What follows belongs to an exercise in optimizing a design on an open flow for small area and a short achievable clock period; a production flow would make more cautious choices.
RTL that was checked went through simulation tests only; none was proved equivalent to the original.
Function not checked in run 3: the RTL went through the layout flow alone.
Power figures rest on the tool's default switching activity, not on a simulated workload.

<file path="flow/flow/xor_area.abc">
strash
map -a
</file>
<file path="flow/flow/run.sh">
#!/bin/bash
# The standard layout, with two changes:
#  - plain buffers (buf_1) on the ports instead of the default delay-cell buffers;
#  - synthesis runs flow/synth.tcl: synth_recipe.tcl unchanged except that the
#    two-input XOR cells (module sigmoid_xor) are mapped by ABC with an
#    area-only script (flow/xor_area.abc), so they become xor2 cells.
# The make output goes to standard.log; ORFS keeps each step's log under orfs/logs/.
set -euo pipefail
F=$(pwd)/flow
bash standard.sh SYNTH_SCRIPT=$F/synth.tcl MY_XOR_ABC_SCRIPT=$F/xor_area.abc \
  BUFFER_PORTS_ARGS="-buffer_cell sky130_fd_sc_hd__buf_1" finish > standard.log 2>&1
</file>
<file path="flow/flow/synth.tcl">
proc synth {args} { yosys synth -nofsm -noshare {*}$args }
# synth_recipe.tcl, except that ABC maps the XOR cells (module sigmoid_xor)
# with an area-only script and everything else with the flow's own script.
proc abc {args} {
  set mod_args $args
  set i [lsearch -exact $mod_args -script]
  lset mod_args [expr {$i + 1}] $::env(MY_XOR_ABC_SCRIPT)
  yosys select sigmoid_xor
  yosys abc {*}$mod_args
  yosys select * sigmoid_xor %d
  yosys abc {*}$args
  yosys select -clear
}
source $::env(SCRIPTS_DIR)/synth.tcl
# left out here: clear keep_hierarchy, flatten, clean up, hide names made inside functions, write 1_2_yosys.v
</file>
<file path="flow/standard.sh">
#!/bin/bash
# synth_recipe.tcl (not shown) runs the flow's synth.tcl, then flattens the netlist and writes it again
# the make line also repeats each setting of config.mk as NAME=value (left out here)
make -C /OpenROAD-flow-scripts/flow DESIGN_CONFIG=/design/flow/config.mk WORK_HOME=/design/flow/orfs CLKGATE_MAP_FILE= SYNTH_SCRIPT=/design/flow/synth_recipe.tcl "${@:-finish}"
</file>
<file path="flow/config.mk">
export PLATFORM = sky130hd
export DESIGN_NAME = sigmoid
export DESIGN_NICKNAME = sigmoid
export VERILOG_FILES = /design/flow/design.v
export SDC_FILE = /design/flow/constraint.sdc
export NUM_CORES = 4
export LEC_CHECK = 0
export ABC_AREA = 1
export CAP_MARGIN = 20
export CORE_MARGIN = 2
export CORE_UTILIZATION = 60
export CTS_BUF_LIST = sky130_fd_sc_hd__clkbuf_4
export SLEW_MARGIN = 60
export SYNTH_HIERARCHICAL = 1
</file>
<file path="flow/constraint.sdc">
create_clock -name core_clock -period 14.0 [get_ports {clk}]
set_input_delay 2.8000 -clock core_clock [delete_from_list [all_inputs] [get_ports {clk}]]
set_output_delay 2.8000 -clock core_clock [all_outputs]
set_load 0.01 [all_outputs]
</file>
<file path="flow/design.v">
module sigmoid_fa(input wire a, input wire b, input wire c, output wire s, output wire co);
	assign s  = a ^ b ^ c;
	assign co = (a & b) | (a & c) | (b & c);
endmodule
module sigmoid_ha(input wire a, input wire b, output wire s, output wire co);
	assign s  = a ^ b;
	assign co = a & b;
endmodule
module sigmoid_xor(input wire a, input wire b, output wire y);
	assign y = a ^ b;
endmodule
module sigmoid(
	input wire clk,
	input wire reset,
	input wire enable,
	input wire [17:0] x1,
	output reg [15:0] fixed_op
	);
	wire [16:0] m   = x1[16:0];
	wire        neg = x1[17];
	wire lt0 = m < 17'h018B7;
	wire lt1 = m < 17'h054A3;
	wire r0  = lt0;
	wire r1  = ~lt0 & lt1;
	wire r2  = ~lt1 & ~m[16] & ~m[15];
	wire r3  = ~m[16] & m[15];
	wire sat = m >= 17'd62874;	 
	wire [14:0] n  = m[14:0];
	wire [14:0] ni = ~n;
	wire p0_0 = r2;
	wire p0_5 = (r3 & n[0]);
	wire p0_6 = (r3 & n[1]);
	wire p0_7 = (r3 & n[2]);
	wire p0_8 = (r2 & n[0]) | (r3 & n[3]);
	wire p0_9 = (r2 & n[1]) | (r3 & n[4]);
	wire p0_10 = (r1 & n[0]) | (r2 & n[2]) | (r3 & n[5]);
	wire p0_11 = (r0 & n[0]) | (r1 & n[1]) | (r2 & n[3]) | (r3 & n[6]);
	wire p0_12 = (r0 & n[1]) | (r1 & n[2]) | (r2 & n[4]) | (r3 & n[7]);
	wire p0_13 = (r0 & n[2]) | (r1 & n[3]) | (r2 & n[5]) | (r3 & n[8]);
	wire p0_14 = (r0 & n[3]) | (r1 & n[4]) | (r2 & n[6]) | (r3 & n[9]);
	wire p0_15 = (r0 & n[4]) | (r1 & n[5]) | (r2 & n[7]) | (r3 & n[10]);
	wire p0_16 = (r0 & n[5]) | (r1 & n[6]) | (r2 & n[8]) | (r3 & n[11]);
	wire p0_17 = (r0 & n[6]) | (r1 & n[7]) | (r2 & n[9]) | (r3 & n[12]);
	wire p0_18 = (r0 & n[7]) | (r1 & n[8]) | (r2 & n[10]) | (r3 & n[13]);
	wire p0_19 = (r0 & n[8]) | (r1 & n[9]) | (r2 & n[11]) | (r3 & n[14]);
	wire p0_20 = (r0 & n[9]) | (r1 & n[10]) | (r2 & n[12]);
	wire p0_21 = (r0 & n[10]) | (r1 & n[11]) | (r2 & n[13]) | r3;
	wire p0_22 = (r0 & n[11]) | (r1 & n[12]) | r3;
	wire p0_23 = (r0 & n[12]) | (r1 & n[13]) | r2 | r3;
	wire p0_24 = (r0 & neg) | (r1 & n[14]) | r2 | r3;
	wire p0_25 = (r0 & ~neg) | r1 | r2 | r3;
	wire p1_4 = (r1 & n[0]) | (r2 & n[0]);
	wire p1_5 = (r1 & n[1]) | (r2 & n[1]);
	wire p1_6 = (r1 & n[2]) | (r2 & n[2]);
	wire p1_7 = (r1 & n[3]) | (r2 & n[3]);
	wire p1_8 = (r1 & n[4]) | (r2 & n[4]);
	wire p1_9 = (r1 & n[5]) | (r2 & n[5]);
	wire p1_10 = (r1 & n[6]) | (r2 & n[6]);
	wire p1_11 = (r1 & n[7]) | (r2 & n[7]);
	wire p1_12 = (r1 & n[8]) | (r2 & n[8]);
	wire p1_13 = (r0 & neg) | (r1 & n[9]) | (r2 & n[9]) | (r3 & ~neg);
	wire p1_14 = (r0 & neg) | (r1 & n[10]) | (r2 & n[10]);
	wire p1_15 = (r0 & neg) | (r1 & n[11]) | (r2 & n[11]) | r3;
	wire p1_16 = (r0 & neg) | (r1 & n[12]) | (r2 & n[12]) | r3;
	wire p1_17 = (r0 & neg) | (r1 & n[13]) | (r2 & n[13]);
	wire p1_18 = (r0 & neg) | (r1 & n[14]) | r2 | r3;
	wire p1_19 = (r0 & neg) | r3;
	wire p1_20 = (r0 & neg);
	wire p1_21 = (r0 & neg) | r1 | r2;
	wire p1_22 = (r0 & neg) | r1;
	wire p1_23 = (r0 & neg);
	wire p2_2 = (r1 & n[0]);
	wire p2_3 = (r1 & n[1]) | (r2 & n[0]) | (r3 & n[0]);
	wire p2_4 = (r1 & n[2]) | (r2 & n[1]) | (r3 & n[1]);
	wire p2_5 = (r1 & n[3]) | (r2 & n[2]) | (r3 & n[2]);
	wire p2_6 = (r1 & n[4]) | (r2 & n[3]) | (r3 & n[3]);
	wire p2_7 = (r1 & n[5]) | (r2 & n[4]) | (r3 & n[4]);
	wire p2_8 = (r1 & n[6]) | (r2 & n[5]) | (r3 & n[5]);
	wire p2_9 = (r1 & n[7]) | (r2 & n[6]) | (r3 & n[6]);
	wire p2_10 = (r1 & n[8]) | (r2 & n[7]) | (r3 & n[7]);
	wire p2_11 = (r1 & n[9]) | (r2 & n[8]) | (r3 & n[8]);
	wire p2_12 = (r1 & n[10]) | (r2 & n[9]) | (r3 & n[9]);
	wire p2_13 = (r1 & n[11]) | (r2 & n[10]) | (r3 & n[10]);
	wire p2_14 = (r1 & n[12]) | (r2 & n[11]) | (r3 & n[11]);
	wire p2_15 = (r1 & n[13]) | (r2 & n[12]) | (r3 & n[12]);
	wire p2_16 = (r1 & n[14]) | (r2 & n[13]) | (r3 & n[13]);
	wire p2_17 = r2 | (r3 & n[14]);
	wire p2_18 = r1;
	wire p3_0 = (r1 & n[0]) | (r2 & ni[0]);
	wire p3_1 = (r1 & n[1]) | (r2 & ni[1]);
	wire p3_2 = (r1 & n[2]) | (r2 & ni[2]);
	wire p3_3 = (r1 & n[3]) | (r2 & ni[3]);
	wire p3_4 = (r1 & n[4]) | (r2 & ni[4]);
	wire p3_5 = (r1 & n[5]) | (r2 & ni[5]);
	wire p3_6 = (r1 & n[6]) | (r2 & ni[6]);
	wire p3_7 = (r1 & n[7]) | (r2 & ni[7]);
	wire p3_8 = (r1 & n[8]) | (r2 & ni[8]);
	wire p3_9 = (r1 & n[9]) | (r2 & ni[9]);
	wire p3_10 = (r1 & n[10]) | (r2 & ni[10]);
	wire p3_11 = (r1 & n[11]) | (r2 & ni[11]);
	wire p3_12 = (r1 & n[12]) | (r2 & ni[12]);
	wire p3_13 = (r1 & n[13]) | (r2 & ni[13]);
	wire p3_14 = (r1 & n[14]) | (r2 & neg);
	wire p3_15 = (r2 & neg);
	wire p3_16 = r1 | (r2 & ~neg);
	wire p4_13 = (r1 & ~neg) | (r2 & neg);
	wire p4_14 = r1;
	wire s0, c0;
	sigmoid_ha ha0 (.a(p0_13), .b(p1_13), .s(s0), .co(c0));
	wire s1, c1;
	sigmoid_fa fa1 (.a(p0_14), .b(p1_14), .c(p2_14), .s(s1), .co(c1));
	wire s2, c2;
	sigmoid_ha ha2 (.a(p0_15), .b(p1_15), .s(s2), .co(c2));
	wire s3, c3;
	sigmoid_ha ha3 (.a(p0_16), .b(p1_16), .s(s3), .co(c3));
	wire s4, c4;
	sigmoid_ha ha4 (.a(p0_5), .b(p1_5), .s(s4), .co(c4));
	wire s5, c5;
	sigmoid_fa fa5 (.a(p0_6), .b(p1_6), .c(p2_6), .s(s5), .co(c5));
	wire s6, c6;
	sigmoid_fa fa6 (.a(p0_7), .b(p1_7), .c(p2_7), .s(s6), .co(c6));
	wire s7, c7;
	sigmoid_fa fa7 (.a(p0_8), .b(p1_8), .c(p2_8), .s(s7), .co(c7));
	wire s8, c8;
	sigmoid_fa fa8 (.a(p0_9), .b(p1_9), .c(p2_9), .s(s8), .co(c8));
	wire s9, c9;
	sigmoid_fa fa9 (.a(p0_10), .b(p1_10), .c(p2_10), .s(s9), .co(c9));
	wire s10, c10;
	sigmoid_fa fa10 (.a(p0_11), .b(p1_11), .c(p2_11), .s(s10), .co(c10));
	wire s11, c11;
	sigmoid_fa fa11 (.a(p0_12), .b(p1_12), .c(p2_12), .s(s11), .co(c11));
	wire s12, c12;
	sigmoid_fa fa12 (.a(p2_13), .b(p3_13), .c(p4_13), .s(s12), .co(c12));
	wire s13, c13;
	sigmoid_fa fa13 (.a(p3_14), .b(p4_14), .c(c0), .s(s13), .co(c13));
	wire s14, c14;
	sigmoid_fa fa14 (.a(p2_15), .b(p3_15), .c(c1), .s(s14), .co(c14));
	wire s15, c15;
	sigmoid_fa fa15 (.a(p2_16), .b(p3_16), .c(c2), .s(s15), .co(c15));
	wire s16, c16;
	sigmoid_fa fa16 (.a(p0_17), .b(p1_17), .c(p2_17), .s(s16), .co(c16));
	wire s17, c17;
	sigmoid_ha ha17 (.a(p0_18), .b(p1_18), .s(s17), .co(c17));
	wire s18, c18;
	sigmoid_ha ha18 (.a(p1_4), .b(p2_4), .s(s18), .co(c18));
	wire s19, c19;
	sigmoid_fa fa19 (.a(p2_5), .b(p3_5), .c(s4), .s(s19), .co(c19));
	wire s20, c20;
	sigmoid_fa fa20 (.a(p3_6), .b(c4), .c(s5), .s(s20), .co(c20));
	wire s21, c21;
	sigmoid_fa fa21 (.a(p3_7), .b(c5), .c(s6), .s(s21), .co(c21));
	wire s22, c22;
	sigmoid_fa fa22 (.a(p3_8), .b(c6), .c(s7), .s(s22), .co(c22));
	wire s23, c23;
	sigmoid_fa fa23 (.a(p3_9), .b(c7), .c(s8), .s(s23), .co(c23));
	wire s24, c24;
	sigmoid_fa fa24 (.a(p3_10), .b(c8), .c(s9), .s(s24), .co(c24));
	wire s25, c25;
	sigmoid_fa fa25 (.a(p3_11), .b(c9), .c(s10), .s(s25), .co(c25));
	wire s26, c26;
	sigmoid_fa fa26 (.a(p3_12), .b(c10), .c(s11), .s(s26), .co(c26));
	wire s27, c27;
	sigmoid_fa fa27 (.a(s0), .b(c11), .c(s12), .s(s27), .co(c27));
	wire s28, c28;
	sigmoid_fa fa28 (.a(s1), .b(c12), .c(s13), .s(s28), .co(c28));
	wire s29, c29;
	sigmoid_fa fa29 (.a(s2), .b(c13), .c(s14), .s(s29), .co(c29));
	wire s30, c30;
	sigmoid_fa fa30 (.a(s3), .b(c14), .c(s15), .s(s30), .co(c30));
	wire s31, c31;
	sigmoid_fa fa31 (.a(c3), .b(c15), .c(s16), .s(s31), .co(c31));
	wire s32, c32;
	sigmoid_fa fa32 (.a(p2_18), .b(c16), .c(s17), .s(s32), .co(c32));
	wire s33, c33;
	sigmoid_fa fa33 (.a(p0_19), .b(p1_19), .c(c17), .s(s33), .co(c33));
	wire s34, c34;
	sigmoid_ha ha34 (.a(p0_20), .b(p1_20), .s(s34), .co(c34));
	wire s35, c35;
	sigmoid_ha ha35 (.a(p0_21), .b(p1_21), .s(s35), .co(c35));
	wire s36, c36;
	sigmoid_ha ha36 (.a(p0_22), .b(p1_22), .s(s36), .co(c36));
	wire s37, c37;
	sigmoid_ha ha37 (.a(p0_23), .b(p1_23), .s(s37), .co(c37));
	wire [25:0] ra = {p0_25, p0_24, c36, c35, c34, c33, c32, c31, c30, c29, c28, c27, c26, c25, c24, c23, c22, c21, c20, c19, c18, p3_4, p2_3, p2_2, p3_1, p0_0};
	wire [25:0] rb = {1'b0, c37, s37, s36, s35, s34, s33, s32, s31, s30, s29, s28, s27, s26, s25, s24, s23, s22, s21, s20, s19, s18, p3_3, p3_2, 1'b0, p3_0};
	wire [25:0] pg = ra ^ rb;
	wire [25:0] tg = ra | rb;
	wire [25:0] gg = ra & rb;
	wire G1_0 = gg[1] | (pg[1] & gg[0]);
	wire G3_2 = gg[3] | (pg[3] & gg[2]);
	wire P3_2 = pg[3] & pg[2];
	wire G5_4 = gg[5] | (pg[5] & gg[4]);
	wire P5_4 = pg[5] & pg[4];
	wire G7_6 = gg[7] | (pg[7] & gg[6]);
	wire P7_6 = pg[7] & pg[6];
	wire G9_8 = gg[9] | (pg[9] & gg[8]);
	wire P9_8 = pg[9] & pg[8];
	wire G11_10 = gg[11] | (pg[11] & gg[10]);
	wire P11_10 = pg[11] & pg[10];
	wire G13_12 = gg[13] | (pg[13] & gg[12]);
	wire P13_12 = pg[13] & pg[12];
	wire G15_14 = gg[15] | (pg[15] & gg[14]);
	wire P15_14 = pg[15] & pg[14];
	wire G17_16 = gg[17] | (pg[17] & gg[16]);
	wire P17_16 = pg[17] & pg[16];
	wire G19_18 = gg[19] | (pg[19] & gg[18]);
	wire P19_18 = pg[19] & pg[18];
	wire G21_20 = gg[21] | (pg[21] & gg[20]);
	wire P21_20 = pg[21] & pg[20];
	wire G23_22 = gg[23] | (pg[23] & gg[22]);
	wire P23_22 = pg[23] & pg[22];
	wire G25_24 = gg[25] | (pg[25] & gg[24]);
	wire P25_24 = pg[25] & pg[24];
	wire G3_0 = G3_2 | (P3_2 & G1_0);
	wire G7_4 = G7_6 | (P7_6 & G5_4);
	wire P7_4 = P7_6 & P5_4;
	wire G11_8 = G11_10 | (P11_10 & G9_8);
	wire P11_8 = P11_10 & P9_8;
	wire G15_12 = G15_14 | (P15_14 & G13_12);
	wire P15_12 = P15_14 & P13_12;
	wire G19_16 = G19_18 | (P19_18 & G17_16);
	wire P19_16 = P19_18 & P17_16;
	wire G23_20 = G23_22 | (P23_22 & G21_20);
	wire P23_20 = P23_22 & P21_20;
	wire G7_0 = G7_4 | (P7_4 & G3_0);
	wire G15_8 = G15_12 | (P15_12 & G11_8);
	wire P15_8 = P15_12 & P11_8;
	wire G23_16 = G23_20 | (P23_20 & G19_16);
	wire P23_16 = P23_20 & P19_16;
	wire G15_0 = G15_8 | (P15_8 & G7_0);
	wire G23_0 = G23_16 | (P23_16 & G15_0);
	wire G11_0 = G11_8 | (P11_8 & G7_0);
	wire G19_0 = G19_16 | (P19_16 & G15_0);
	wire G5_0 = G5_4 | (P5_4 & G3_0);
	wire G9_0 = G9_8 | (P9_8 & G7_0);
	wire G13_0 = G13_12 | (P13_12 & G11_0);
	wire G17_0 = G17_16 | (P17_16 & G15_0);
	wire G21_0 = G21_20 | (P21_20 & G19_0);
	wire G25_0 = G25_24 | (P25_24 & G23_0);
	wire G2_0 = gg[2] | (pg[2] & G1_0);
	wire G4_0 = gg[4] | (pg[4] & G3_0);
	wire G6_0 = gg[6] | (pg[6] & G5_0);
	wire G8_0 = gg[8] | (pg[8] & G7_0);
	wire G10_0 = gg[10] | (pg[10] & G9_0);
	wire G12_0 = gg[12] | (pg[12] & G11_0);
	wire G14_0 = gg[14] | (pg[14] & G13_0);
	wire G16_0 = gg[16] | (pg[16] & G15_0);
	wire G18_0 = gg[18] | (pg[18] & G17_0);
	wire G20_0 = gg[20] | (pg[20] & G19_0);
	wire G22_0 = gg[22] | (pg[22] & G21_0);
	wire G24_0 = gg[24] | (pg[24] & G23_0);
	wire G0_0 = gg[0];
	wire [25:13] pgx;
	sigmoid_xor x13 (.a(pg[13]), .b(neg), .y(pgx[13]));
	sigmoid_xor x14 (.a(pg[14]), .b(neg), .y(pgx[14]));
	sigmoid_xor x15 (.a(pg[15]), .b(neg), .y(pgx[15]));
	sigmoid_xor x16 (.a(pg[16]), .b(neg), .y(pgx[16]));
	sigmoid_xor x17 (.a(pg[17]), .b(neg), .y(pgx[17]));
	sigmoid_xor x18 (.a(pg[18]), .b(neg), .y(pgx[18]));
	sigmoid_xor x19 (.a(pg[19]), .b(neg), .y(pgx[19]));
	sigmoid_xor x20 (.a(pg[20]), .b(neg), .y(pgx[20]));
	sigmoid_xor x21 (.a(pg[21]), .b(neg), .y(pgx[21]));
	sigmoid_xor x22 (.a(pg[22]), .b(neg), .y(pgx[22]));
	sigmoid_xor x23 (.a(pg[23]), .b(neg), .y(pgx[23]));
	sigmoid_xor x24 (.a(pg[24]), .b(neg), .y(pgx[24]));
	sigmoid_xor x25 (.a(pg[25]), .b(neg), .y(pgx[25]));
	wire [25:13] gx = pgx ^ {G24_0, G23_0, G22_0, G21_0, G20_0, G19_0, G18_0, G17_0, G16_0, G15_0, G14_0, G13_0, G12_0};
	wire [15:0] fixed_op_next = sat ? {2'b00, ~neg, 13'd0} : {3'b000, gx[25:13]};
	always @(posedge clk, posedge reset) begin
		if (reset)
			fixed_op <= 567;
		else if (enable)
			fixed_op <= fixed_op_next;
	end
endmodule
</file>
==> metrics.yaml, run 1 <==
ctsHoldBuffers: 0
fillers: 465
die_h_microns: 74.3
cp.arrival_ns: 7.37
dp_cells: 518
drive_gt1_share_pct: 5.71
syn_area_sq_um: 2970
regMostFlops: "fixed_op"
worstPathRequired_ns: 14.17
clk_root_buffer_cell: "clkbuf_4"
grt_pass1_vias: 2925
ir_drop_uv: 52.5
whs_ns: 0.478
maxSlewViolCount: 0
antenna_cells: 0
drc: 0
h-tree-depth: 1
cts-resized-gates: 0
cts_tree: "yes"
syn_inst: 428
grt_max_degree: 20
fin_tns_setup_ns: 0
fin_nets: 538
grt_pass1_wl_microns: 13100
finalWirelength_microns: 7550
grtUsageTotal_pct: 30.3
portBuffers: 34
synth-seq-cells: 14
first_pass_iters: 6
clock-sinks: 14
postCtsSetupBuffers: 0
cap_violations: 0
rows: 25
numCtsBuffers: 3
fp.coreArea_sq_um: 4750
power_density_nw_per_um2: 91.7
io_pins: 37
ys_types: 32
placed_cell_area_sq_um: 3140
top_regs: "fixed_op x14"
p_leak_nw: 1.67
gp_congestion: 1.03
start_util_pct: 62.4
clock_skew_ns: 0
ys_seq_area_share_pct: 12.1
clkLatencyLatePin_ns: 0.28
outcome: "complete, no violations"
fmax_ghz: 0.139
stdcell_count: 522
worst_pin_slew_ns: 0.527
area_growth_pct: 6.79
via_per_inst: 5.78
finish.instance_area_sq_um: 3170
setup_viol: 0
cts.path.max_buffers: 2
avgSynthCellArea_sq_um: 6.93
worst-setup-path-type: "in -> reg"
grt_antenna_before_repair: 0
largest_reg_flops: 14
die_w_microns: 74.3
period_minus_slack_ns: 7.20
hp-class: "reg -> reg"
fin_crit_sh_pct: 51.4
grt_setup_unrepaired: "no"
wl_per_cell_microns: 14.5
clk_pin_slew_ns: 0.09
cp-start-kind: "input pin"
maxSlewHeadroom_pct: 64.8
hold_violations: 0
vias: 3019
grt-ovfl-total: 0
synth-warning-count: 7
drt_iter0_markers: 319
die_area_sq_um: 5520
dp_hpwl_microns: 6270
crit_fanout: 16
ant_nets: 0
endpoint_kind: "flip-flop"
total_power_mw: 0.291
## cell type report
cell class	count	area, sq um	area share, %
well taps	67	83.8	2.65
flip-flops and latches	14	358	11.3
clock buffers	3	22.5	0.711
inverters	36	135	4.27
multi-input cells	366	2430	76.7
repair buffers	35	135	4.27
clock inverters	1	3.75	0.118
## worst max-delay path: stages
cell and delay, ns:
buf_1 0.28, nand2_1 0.12, a311oi_1 0.34, o211ai_1 0.14
nand2_2 0.21, inv_2 0.14, nor2_4 0.37, nand2_1 0.20
o2111ai_1 0.16, ha_1 0.23, fa_1 0.43, fa_1 0.46
ha_1 0.38, nand4_1 0.16, nor2_1 0.14, nor2_1 0.07
nand2_2 0.11, nand2_1 0.07, nand2_2 0.10, nand2_1 0.08
nand2_2 0.08, nand2_1 0.07, nand2_1 0.06, nand2_1 0.04
nand3_1 0.07, nand2_1 0.05
## power breakdown
group | internal, mW | switching [mW] | total (mW)
logic | 0.0775 | 0.127 | 0.204
registers | 0.0569 | 0.00601 | 0.0629
clock network | 0.0103 | 0.0132 | 0.0236
total | 0.145 | 0.146 | 0.291
## Yosys cell counts (all sizes together)
library cell  number  area, sq um
a211oi             2         15.0
a21o               1         7.51
a21oi             10         50.1
a311oi             1         8.76
a31oi              1         6.26
a41o               1         10.0
buf                9         50.0
clkbuf             4         15.0
conb               1         3.75
dfrtp              8          200
dfstp              6          158
fa                28          561
ha                33          413
inv               36          135
nand2            151          582
nand3             31          160
nand3b             3         22.5
nand4              7         43.8
nor2              38          153
nor3               3         15.0
o2111ai            7         61.3
o211ai             4         30.0
o21ai             29          145
o31ai              1         7.51
xor2              13          114
## path summary, 6_finish.rpt
| kind | start | end | slack (ns) | cells after the start |
|---|---|---|---|---|
| worst min register to register | fixed_op[2] | fixed_op[2] | 0.48 | 2 |
| worst min-delay path | fixed_op[2] | fixed_op[2] | 0.48 | 2 |
| min in group asynchronous | reset | fixed_op[13] | 2.44 | 2 |
| worst max-delay path | x1[3] | fixed_op[12] | 6.80 | 26 |
| worst max register to register | fixed_op[4] | fixed_op[4] | 13.22 | 2 |
| max in group asynchronous | reset | fixed_op[9] | 11.25 | 2 |
## per-layer routing
layer / track usage, % / routed length, microns / vias up
met5: 0 / 0 / -
met4: 2.58 / 97 / 0
met3: 6.50 / 726 / 17
met2: 49.6 / 3330 / 150
met1: 43.6 / 3400 / 1384
li1: - / - / 1468
## per-module statistics from Yosys, one instance, submodules excluded
module / flip-flops and latches / cells
sigmoid_fa: 0 / 1
sigmoid_ha: 0 / 1
sigmoid: 14 / 377
sigmoid_xor: 0 / 1
## stage by stage
step / utilization, % / worst slack [ns]
after floorplan: - / 7.30
after global placement: 65.7 / 6.29
after detailed placement: 66.0 / 6.59
after CTS: 66.5 / 6.87
after global routing: 66.6 / 6.26
final: 66.6 / 6.80
## layout by cell type (no fill, tap or decap), drive strengths merged
cell type  netlist  final
a21o             1      1
xor2            13     13
o21ai           29     29
dfrtp            8      8
nand3           31     31
a211oi           2      2
nor3             3      3
nand4            7      7
a21oi           10     10
buf              9     35
dfstp            6      6
ha              33     33
clkinv           0      2
o211ai           4      4
clkbuf           4      3
a41o             1      1
conb             1      2
nand2          151    151
nor2            38     38
a31oi            1      1
fa              28     28
nand3b           3      3
inv             36     35
o2111ai          7      7
o31ai            1      1
a311oi           1      1
## logic make-up after synthesis
kind of cell | after synthesis | share of synthesized area, %
compound gates | 57 | 11.5
other cells | 1 | 0.126
flops | 14 | 12.1
buf+inv | 49 | 6.75
fa+ha+maj | 61 | 32.8
xor+xnor | 13 | 3.84
simple gates | 233 | 32.9
==> run 2, diff against run 1 <==
==> flow/flow/run.sh (replaced) <==
#!/bin/bash
# The standard layout, with two changes:
#  - plain buffers (buf_2) on the ports instead of the default delay-cell buffers;
#  - synthesis runs flow/synth.tcl: synth_recipe.tcl unchanged except that the
#    two-input XOR cells (module sigmoid_xor) are mapped by ABC with an
#    area-only script (flow/xor_area.abc), so they become xor2 cells.
# The make output goes to standard.log; ORFS keeps each step's log under orfs/logs/.
set -euo pipefail
F=$(pwd)/flow
bash standard.sh SYNTH_SCRIPT=$F/synth.tcl MY_XOR_ABC_SCRIPT=$F/xor_area.abc \
  BUFFER_PORTS_ARGS="-buffer_cell sky130_fd_sc_hd__buf_2" finish > standard.log 2>&1
==> run 2 against run 1 <==
Effect of this change: hold slack got worse by 0.0069 ns; sequential power about the same; worst setup slack improved by 0.11 ns; area after synthesis unchanged; clock power decreased by 2%; synthesized cell count unchanged; cell area increased by 1.1%; critical path type unchanged; largest power group unchanged; non-clock buffer count decreased by 1; critical path depth increased by 1; first-iteration DRC count decreased by 20%; sequential share of layout area decreased by 0.12 points.
==> metrics.yaml, run 2 <==
hold-path-endpoint: "fixed_op[9]"  # was fixed_op[2]
seq_area_sq_um: 358  # unchanged
grt_pass1_wl_microns: 13100  # about the same
grt_antenna_before_repair: 0  # unchanged
final_util_pct: 67.4  # was 66.6%
hp-class: "reg -> reg"  # unchanged
synth_top_area_share_pct: 18.9  # unchanged
r2r-end: "fixed_op[2]"  # was fixed_op[4]
die_w_microns: 74.3  # unchanged
clock_skew_ns: 0  # unchanged
critPathBufInv: 4  # was 2
cts-resized-gates: 0  # unchanged
comb_power_share_pct: 70.6  # was 70.3%
clk_root_buffer_cell: "clkbuf_4"  # unchanged
via_per_inst: 5.85  # was 5.78
finish.instance_area_sq_um: 3200  # was 3170 sq um
syn_inst: 428  # unchanged
ir_drop_uv: 52.0  # was 52.5 uV
syn_area_sq_um: 2970  # unchanged
swShare_pct: 49.4  # was 50.2%
crit_family: "simple AND/OR/NAND/NOR gates"  # unchanged
fillers: 450  # was 465
final_common_cell: "nand2_1"  # unchanged
cp-start-kind: "input pin"  # unchanged
synth-seq-cells: 14  # unchanged
vias: 3050  # was 3019
cpMaxStageDelayCell: "fa_1"  # unchanged
clock-sinks: 14  # unchanged
antenna_cells: 0  # unchanged
postCtsSetupBuffers: 0  # unchanged
ctsHoldBuffers: 0  # unchanged
fin_nets: 537  # was 538
grt_max_degree: 20  # unchanged
fp.coreArea_sq_um: 4750  # unchanged
placed_cell_area_sq_um: 3170  # was 3140 sq um
drive_gt1_share_pct: 13.2  # was 5.71%
drt_iter0_markers: 255  # was 319
endpoint_kind: "flip-flop"  # unchanged
fin_tns_setup_ns: 0  # unchanged
worstHoldStart: "fixed_op[9]"  # was fixed_op[2]
grtUsageTotal_pct: 30.2  # was 30.3%
period_minus_slack_ns: 7.09  # was 7.20 ns
synthTopCellsByCount: "145 x nand2_1, 36 x nor2_1, 33 x ha_1"  # unchanged
die_area_sq_um: 5520  # unchanged
synth.most_common_cell: "nand2_1"  # unchanged
setup_viol: 0  # unchanged
stdcell_count: 521  # was 522
multiInputGateArea_sq_um: 2430  # unchanged
dp_cells: 517  # was 518
hold-path-cell-count: 2  # unchanged
post-synth-top-area-cell: "fa_1"  # unchanged
rrSetupSlack_ns: 13.22  # about the same
cp.arrival_ns: 7.26  # was 7.37 ns
internal_power_mw: 0.148  # was 0.145 mW
outcome: "complete, no violations"  # unchanged
worstPathRequired_ns: 14.18  # was 14.17 ns
fmax_ghz: 0.141  # was 0.139 GHz
largest_reg_flops: 14  # unchanged
hold_violations: 0  # unchanged
clockPowerShare_pct: 8.0  # was 8.1%
cp_slowest_stage_delay_ns: 0.47  # was 0.46 ns
grt_setup_unrepaired: "no"  # unchanged
cap_violations: 0  # unchanged
fin_crit_sh_pct: 50.6  # was 51.4%
reg2reg_from: "fixed_op[2]"  # was fixed_op[4]
total_power_mw: 0.292  # was 0.291 mW
h-tree-depth: 1  # unchanged
top_regs: "fixed_op x14"  # unchanged
regMostFlops: "fixed_op"  # unchanged
maxSlewViolCount: 0  # unchanged
power_density_nw_per_um2: 91.1  # was 91.7 nW/um^2
worst-setup-path-type: "in -> reg"  # unchanged
finalWirelength_microns: 7400  # was 7550 microns
clk_pin_slew_ns: 0.08  # was 0.09 ns
synth-edff-count: 0  # unchanged
clkLatencyLatePin_ns: 0.28  # about the same
final_cell_mix: "145 x nand2_1, 34 x buf_2, 33 x nor2_1, 33 x ha_1, 31 x inv_1"  # was 145 x nand2_1, 34 x buf_1, 33 x nor2_1, 33 x ha_1, 31 x inv_1
gp_congestion: 1.07  # was 1.03
grt_pass1_vias: 2974  # was 2925
cts.path.max_buffers: 2  # unchanged
synth-warning-count: 7  # unchanged
drc: 0  # unchanged
start_util_pct: 62.4  # unchanged
ant_nets: 0  # unchanged
ys_seq_area_share_pct: 12.1  # unchanged
dp_hpwl_microns: 6150  # was 6270 microns
io_pins: 37  # unchanged
avgSynthCellArea_sq_um: 6.93  # unchanged
crit_top_cell: "nand2_1"  # unchanged
maxSlewHeadroom_pct: 62.2  # was 64.8%
rows: 25  # unchanged
cts_tree: "yes"  # unchanged
synthFlopType: "dfrtp_1"  # unchanged
p_leak_nw: 1.78  # was 1.67 nW
die_h_microns: 74.3  # unchanged
grt-ovfl-total: 0  # unchanged
area_growth_pct: 7.97  # was 6.79%
p_sw_mw: 0.144  # was 0.146 mW
wl_per_cell_microns: 14.2  # was 14.5 microns
ys_types: 32  # unchanged
seqPwrFrac_pct: 21.5  # was 21.6%
async_reset_ff_share_pct: 100  # unchanged
worst_pin_slew_ns: 0.566  # was 0.527 ns
crit_fanout: 16  # unchanged
portBuffers: 34  # unchanged
numCtsBuffers: 3  # unchanged
first_pass_iters: 5  # was 6
reg2reg_depth: 2  # unchanged
synth_top_cells_by_area: "fa_1 19%, nand2_1 18%, ha_1 14%"  # unchanged
[run 2: cell counts after synthesis]
No cell type changed its count.
[run 2: worst max-delay path by stage]
stage | start | cells past startpoint | end | slack (ns)
after detailed placement | x1[16] | 27 | fixed_op[10] | 6.70
after floorplan | x1[1] | 26 | fixed_op[10] | 7.30
final | x1[16] | 27 | fixed_op[10] | 6.91
after CTS | x1[16] | 27 | fixed_op[10] | 6.99
after global routing | x1[16] | 28 | fixed_op[12] | 6.48
after global placement | x1[16] | 27 | fixed_op[10] | 6.42
[run 2: metrics by stage]
step / hold slack (ns) / setup slack, ns
final: 0.471 / 6.91
after global routing: 0.499 / 6.48
after CTS: 0.475 / 6.99
after detailed placement: 0.460 / 6.70
after global placement: 0.462 / 6.42
after floorplan: 0.476 / 7.30
[run 2: layer usage]
layer	track usage, %	routed length (microns)
met1	42.5	3350
met2	47.9	3140
met4	4.56	155
met3	8.54	751
met5	0	0
[run 2: modules after synthesis, one instance, submodules excluded]
module / times used / flip-flops and latches / cell area, sq um / cells inside
sigmoid_ha: 10 / 0 / 12.5 / 1
sigmoid: 1 / 14 / 2170 / 377
sigmoid_fa: 28 / 0 / 20.0 / 1
sigmoid_xor: 13 / 0 / 8.76 / 1
[run 2: worst reg2reg max path, stage by stage (launching register included)]
cell and delay (ns):
dfstp_2 0.54, nand2_1 0.05, o21ai_1 0.12
[run 2: power by group through the flow]
stage	combinational, mW	clock, mW	sequential, mW
floorplan	0.147	0	0.0696
global placement	0.199	0	0.0626
detailed placement	0.205	0	0.0632
CTS	0.206	0.0241	0.0626
global route	0.240	0.0262	0.0642
finish	0.206	0.0232	0.0627
[run 2: cell type report]
class                   instances  area share, %
well taps                      67           2.62
flip-flops and latches         14           11.2
clock inverters                 1          0.117
clock buffers                   3          0.703
multi-input cells             366           75.9
inverters                      36           4.22
repair buffers                 34           5.31
[run 2: cell families (layout without fill, tap and decap cells)]
kind of cell / count (synthesis) / count (layout) / share of synthesized area, %
AND/OR/NAND/NOR: 233 / 233 / 32.9
adder cells (fa/ha/maj): 61 / 61 / 32.8
AO/OA/AOI/OAI: 57 / 57 / 11.5
buffers and inverters: 49 / 74 / 6.75
flip-flops: 14 / 14 / 12.1
XOR/XNOR: 13 / 13 / 3.84
other: 1 / 2 / 0.126
==> run 3, diff against run 2 <==
--- a/flow/design.v
+++ b/flow/design.v
@@ -5,6 +5,16 @@
 module sigmoid_ha(input wire a, input wire b, output wire s, output wire co);
 	assign s  = a ^ b;
 	assign co = a & b;
+endmodule
+module sigmoid_dec(input wire [16:0] m, output wire r0, output wire r1,
+	output wire r2, output wire r3, output wire sat);
+	wire lt0 = m < 17'h018B7;
+	wire lt1 = m < 17'h054A3;
+	assign r0  = lt0;
+	assign r1  = ~lt0 & lt1;
+	assign r2  = ~lt1 & ~m[16] & ~m[15];
+	assign r3  = ~m[16] & m[15];
+	assign sat = m >= 17'd62874;	 
 endmodule
 module sigmoid_xor(input wire a, input wire b, output wire y);
 	assign y = a ^ b;
@@ -18,13 +28,8 @@
 	);
 	wire [16:0] m   = x1[16:0];
 	wire        neg = x1[17];
-	wire lt0 = m < 17'h018B7;
-	wire lt1 = m < 17'h054A3;
-	wire r0  = lt0;
-	wire r1  = ~lt0 & lt1;
-	wire r2  = ~lt1 & ~m[16] & ~m[15];
-	wire r3  = ~m[16] & m[15];
-	wire sat = m >= 17'd62874;	 
+	wire r0, r1, r2, r3, sat;
+	sigmoid_dec dec (.m(m), .r0(r0), .r1(r1), .r2(r2), .r3(r3), .sat(sat));
 	wire [14:0] n  = m[14:0];
 	wire [14:0] ni = ~n;
 	wire p0_0 = r2;
==> flow/flow/run.sh (replaced) <==
#!/bin/bash
set -euo pipefail
F=$(pwd)/flow
bash standard.sh SYNTH_SCRIPT=$F/synth.tcl MY_XOR_ABC_SCRIPT=$F/xor_area.abc MY_DEC_ABC_SCRIPT=$F/dec_speed.abc \
  BUFFER_PORTS_ARGS="-buffer_cell sky130_fd_sc_hd__buf_1" finish > standard.log 2>&1
==> flow/flow/dec_speed.abc (new file) <==
&get -n
&st
&dch
&nf
&st
&syn2
&if -g -K 6
&synch2
&nf
&st
&syn2
&if -g -K 6
&synch2
&nf
&st
&syn2
&if -g -K 6
&synch2
&nf
&st
&syn2
&if -g -K 6
&synch2
&nf
&st
&syn2
&if -g -K 6
&synch2
&nf
&put
buffer -c
topo
stime -c
upsize -c
dnsize -c
==> flow/flow/synth.tcl (replaced) <==
proc synth {args} { yosys synth -nofsm -noshare {*}$args }
# synth_recipe.tcl, except that ABC maps the XOR cells (module sigmoid_xor)
# with an area-only script, the region decoder (module sigmoid_dec) with a
# delay-oriented script, and everything else with the flow's own script.
proc abc {args} {
  set i [lsearch -exact $args -script]
  set xor_args $args
  lset xor_args [expr {$i + 1}] $::env(MY_XOR_ABC_SCRIPT)
  set dec_args $args
  lset dec_args [expr {$i + 1}] $::env(MY_DEC_ABC_SCRIPT)
  yosys select sigmoid_xor
  yosys abc {*}$xor_args
  yosys select sigmoid_dec
  yosys abc {*}$dec_args
  yosys select * sigmoid_xor %d sigmoid_dec %d
  yosys abc {*}$args
  yosys select -clear
}
source $::env(SCRIPTS_DIR)/synth.tcl
# left out here: clear keep_hierarchy, flatten, clean up, hide names made inside functions, write 1_2_yosys.v
==> run 3 against run 2 <==
Effect of this change: core utilization down 0.11 points; register-to-register slack improved by 0.04 ns; power is 21% lower.
==> metrics.yaml, run 3 <==
die_area_sq_um: 5540  # was 5520 sq um
worst-setup-path-type: "in -> reg"  # unchanged
wl_per_cell_microns: 14.5  # was 14.2 microns
clkLatencyLatePin_ns: 0.28  # about the same
comb_power_share_pct: 64.7  # was 70.6%
avgSynthCellArea_sq_um: 7.17  # was 6.93 sq um
area_growth_pct: 7.53  # was 7.97%
grt_setup_unrepaired: "no"  # unchanged
worstPathRequired_ns: 14.18  # about the same
clock-sinks: 14  # unchanged
hold-path-cell-count: 2  # unchanged
drive_gt1_share_pct: 7.59  # was 13.2%
ir_drop_uv: 44.4  # was 52.0 uV
synthFlopType: "dfrtp_1"  # unchanged
syn_inst: 415  # was 428
post-synth-top-area-cell: "fa_1"  # unchanged
reg2reg_from: "fixed_op[2]"  # unchanged
cpMaxStageDelayCell: "a2111oi_4"  # was fa_1
vias: 2914  # was 3050
fmax_ghz: 0.139  # was 0.141 GHz
synth-warning-count: 7  # unchanged
ys_seq_area_share_pct: 12.0  # was 12.1%
grt_antenna_before_repair: 0  # unchanged
outcome: "complete, no violations"  # unchanged
ys_types: 35  # was 32
endpoint_kind: "flip-flop"  # unchanged
cp.arrival_ns: 7.40  # was 7.26 ns
clock_skew_ns: 0  # unchanged
cts.path.max_buffers: 2  # unchanged
regMostFlops: "fixed_op"  # unchanged
seqPwrFrac_pct: 24.9  # was 21.5%
hold_violations: 0  # unchanged
worst_pin_slew_ns: 0.520  # was 0.566 ns
reg2reg_depth: 2  # unchanged
grt-ovfl-total: 0  # unchanged
final_common_cell: "nand2_1"  # unchanged
antenna_cells: 0  # unchanged
clk_pin_slew_ns: 0.09  # was 0.08 ns
via_per_inst: 5.66  # was 5.85
synthTopCellsByCount: "134 x nand2_1, 34 x nand3_1, 33 x ha_1"  # was 145 x nand2_1, 36 x nor2_1, 33 x ha_1
hp-class: "reg -> reg"  # unchanged
die_h_microns: 74.4  # was 74.3 microns
finalWirelength_microns: 7480  # was 7400 microns
portBuffers: 34  # unchanged
rrSetupSlack_ns: 13.26  # was 13.22 ns
dp_hpwl_microns: 6320  # was 6150 microns
cts_tree: "yes"  # unchanged
grt_max_degree: 21  # was 20
clockPowerShare_pct: 10.4  # was 8.0%
syn_area_sq_um: 2970  # about the same
async_reset_ff_share_pct: 100  # unchanged
r2r-end: "fixed_op[2]"  # unchanged
endpoint: "fixed_op[12]"  # was fixed_op[10]
internal_power_mw: 0.119  # was 0.148 mW
whs_ns: 0.475  # was 0.471 ns
fp.coreArea_sq_um: 4750  # unchanged
cp-start-kind: "input pin"  # unchanged
ant_nets: 0  # unchanged
first_pass_iters: 7  # was 5
synth_top_cells_by_area: "fa_1 19%, nand2_1 17%, ha_1 14%"  # was fa_1 19%, nand2_1 18%, ha_1 14%
fin_nets: 531  # was 537
p_leak_nw: 1.80  # was 1.78 nW
postCtsSetupBuffers: 0  # unchanged
cap_violations: 0  # unchanged
period_minus_slack_ns: 7.22  # was 7.09 ns
cp_slowest_stage_delay_ns: 0.50  # was 0.47 ns
io_pins: 37  # unchanged
h-tree-depth: 1  # unchanged
gp_congestion: 0.967  # was 1.07
drt_iter0_markers: 249  # was 255
p_sw_mw: 0.111  # was 0.144 mW
grtUsageTotal_pct: 28.8  # was 30.2%
grt_pass1_vias: 2783  # was 2974
synth-edff-count: 0  # unchanged
clk_root_buffer_cell: "clkbuf_4"  # unchanged
rows: 25  # unchanged
top_regs: "fixed_op x14"  # unchanged
setup_viol: 0  # unchanged
synth_top_area_share_pct: 18.8  # was 18.9%
maxSlewHeadroom_pct: 65.3  # was 62.2%
numCtsBuffers: 3  # unchanged
synth-seq-cells: 14  # unchanged
cp-startpoint: "x1[7]"  # was x1[16]
crit_fanout: 9  # was 16
grt_pass1_wl_microns: 12400  # was 13100 microns
drc: 0  # unchanged
ctsHoldBuffers: 0  # unchanged
maxSlewViolCount: 0  # unchanged
fin_tns_setup_ns: 0  # unchanged
start_util_pct: 62.6  # was 62.4%
power_density_nw_per_um2: 71.9  # was 91.1 nW/um^2
fin_crit_sh_pct: 51.6  # was 50.6%
swShare_pct: 48.3  # was 49.4%
final_cell_mix: "134 x nand2_1, 34 x nand3_1, 34 x buf_1"  # was 145 x nand2_1, 34 x buf_2, 33 x nor2_1, 33 x ha_1, 31 x inv_1
largest_reg_flops: 14  # unchanged
synth.most_common_cell: "nand2_1"  # unchanged
die_w_microns: 74.4  # was 74.3 microns
cts-resized-gates: 0  # unchanged
[run 3: cell types whose count changed after synthesis, sizes merged, moves of 3 or more]
cell | before | now
a21oi | 10 | 22
buf | 9 | 4
clkbuf | 4 | 7
inv | 36 | 33
nand2 | 151 | 145
nand3 | 31 | 34
nand3b | 3 | 0
nand4 | 7 | 11
nor2 | 38 | 16
o2111ai | 7 | 1
o21ai | 29 | 32
[run 3: cells by family after synthesis]
group / synth area share [%]
AOI/OAI and AO/OA: 12.7
xor gates and xnor gates: 3.83
adders and majority gates: 32.7
buffers and inverters: 6.48
DFF: 12.0
other: 0.126
and+or+nand+nor: 32.1
[run 3: stage by stage]
step / setup WS (ns) / power, mW / cell area, sq um / util [%] / instances
2_1_floorplan: 6.88 / 0.166 / 2980 / - / 416
3_3_place_gp: 6.20 / 0.200 / 3150 / 66.3 / 508
3_5_place_dp: 6.52 / 0.206 / 3170 / 66.7 / 511
4_1_cts: 6.82 / 0.230 / 3200 / 67.2 / 515
5_1_grt: 6.44 / 0.256 / 3200 / 67.3 / 515
6_report: 6.78 / 0.230 / 3200 / 67.3 / 515
[run 3: worst min-delay path by stage]
stage                 from           to
2_1_floorplan  fixed_op[0]  fixed_op[0]
3_3_place_gp   fixed_op[1]  fixed_op[1]
3_5_place_dp   fixed_op[1]  fixed_op[1]
4_1_cts        fixed_op[5]  fixed_op[5]
5_1_grt        fixed_op[5]  fixed_op[5]
6_report       fixed_op[1]  fixed_op[1]
[run 3: critical path, delay by kind of cell]
| family | cells | cell delay [ns] |
|---|---|---|
| compound gates | 2 | 0.67 |
| buf+inv | 3 | 0.75 |
| fa+ha+maj | 4 | 1.42 |
| simple gates | 17 | 1.77 |
[run 3: per-layer routing]
layer / part of all wire [%] / track usage (%)
met5: 0 / 0
met4: 0.43 / 4.17
met3: 7.9 / 5.69
met2: 45 / 45.9
met1: 47 / 41.5
[run 3: Yosys stat by module (local to each module, per instance)]
module | area, sq um | flops+latches
sigmoid_dec | 191 | 0
sigmoid_fa | 20.0 | 0
sigmoid | 1980 | 14
sigmoid_ha | 12.5 | 0
sigmoid_xor | 8.76 | 0
[run 3: area by class of cell]
class,count,area [sq um]
multi-input cells,358,2440
fillers,457,1560
flip-flops and latches,14,358
well taps,67,83.8
clock buffers,3,22.5
repair buffers,39,158
inverters,33,129
clock inverters,1,3.75
[run 3: power by group through the flow]
stage / registers (mW) / clock network, mW / logic (mW)
detailed placement: 0.0580 / 0 / 0.148
finish: 0.0573 / 0.0238 / 0.149
global route: 0.0587 / 0.0267 / 0.171
CTS: 0.0573 / 0.0242 / 0.149
global placement: 0.0578 / 0 / 0.143
floorplan: 0.0628 / 0 / 0.103

[static timing again, ports no longer ideal]
No port has a modelled driver above. Below, the same layouts with a new extraction and two added sets of constraints. Step 1 (the two cells are an assumption about what drives the block):
set clk [get_ports {clk}]
set_driving_cell -lib_cell sky130_fd_sc_hd__clkbuf_16 $clk
set_driving_cell -lib_cell sky130_fd_sc_hd__buf_2 [delete_from_list [all_inputs] $clk]
Step 2 adds t to the input delays and takes it off the output delays; t is the mean of the earliest and latest rising clock arrival at the registers after step 1. Input paths then give back, and output paths get back, about the clock's delay inside the block. a / b / c = no drivers / after step 1 / after step 2; a / b = the first two.
run	t, ns	slack for setup (ns)	worst setup path after step 2
run 1	0.296	6.804 / 6.798 / 6.502	input to register
run 2	0.299	6.912 / 6.916 / 6.616	input to register
run 3	0.302	6.781 / 6.777 / 6.475	input to register
After both steps setup and hold are still met in every run listed. For run 3, which loses most, drivers alone change the setup slack by -0.004 ns; drivers and shift together by -0.306 ns.
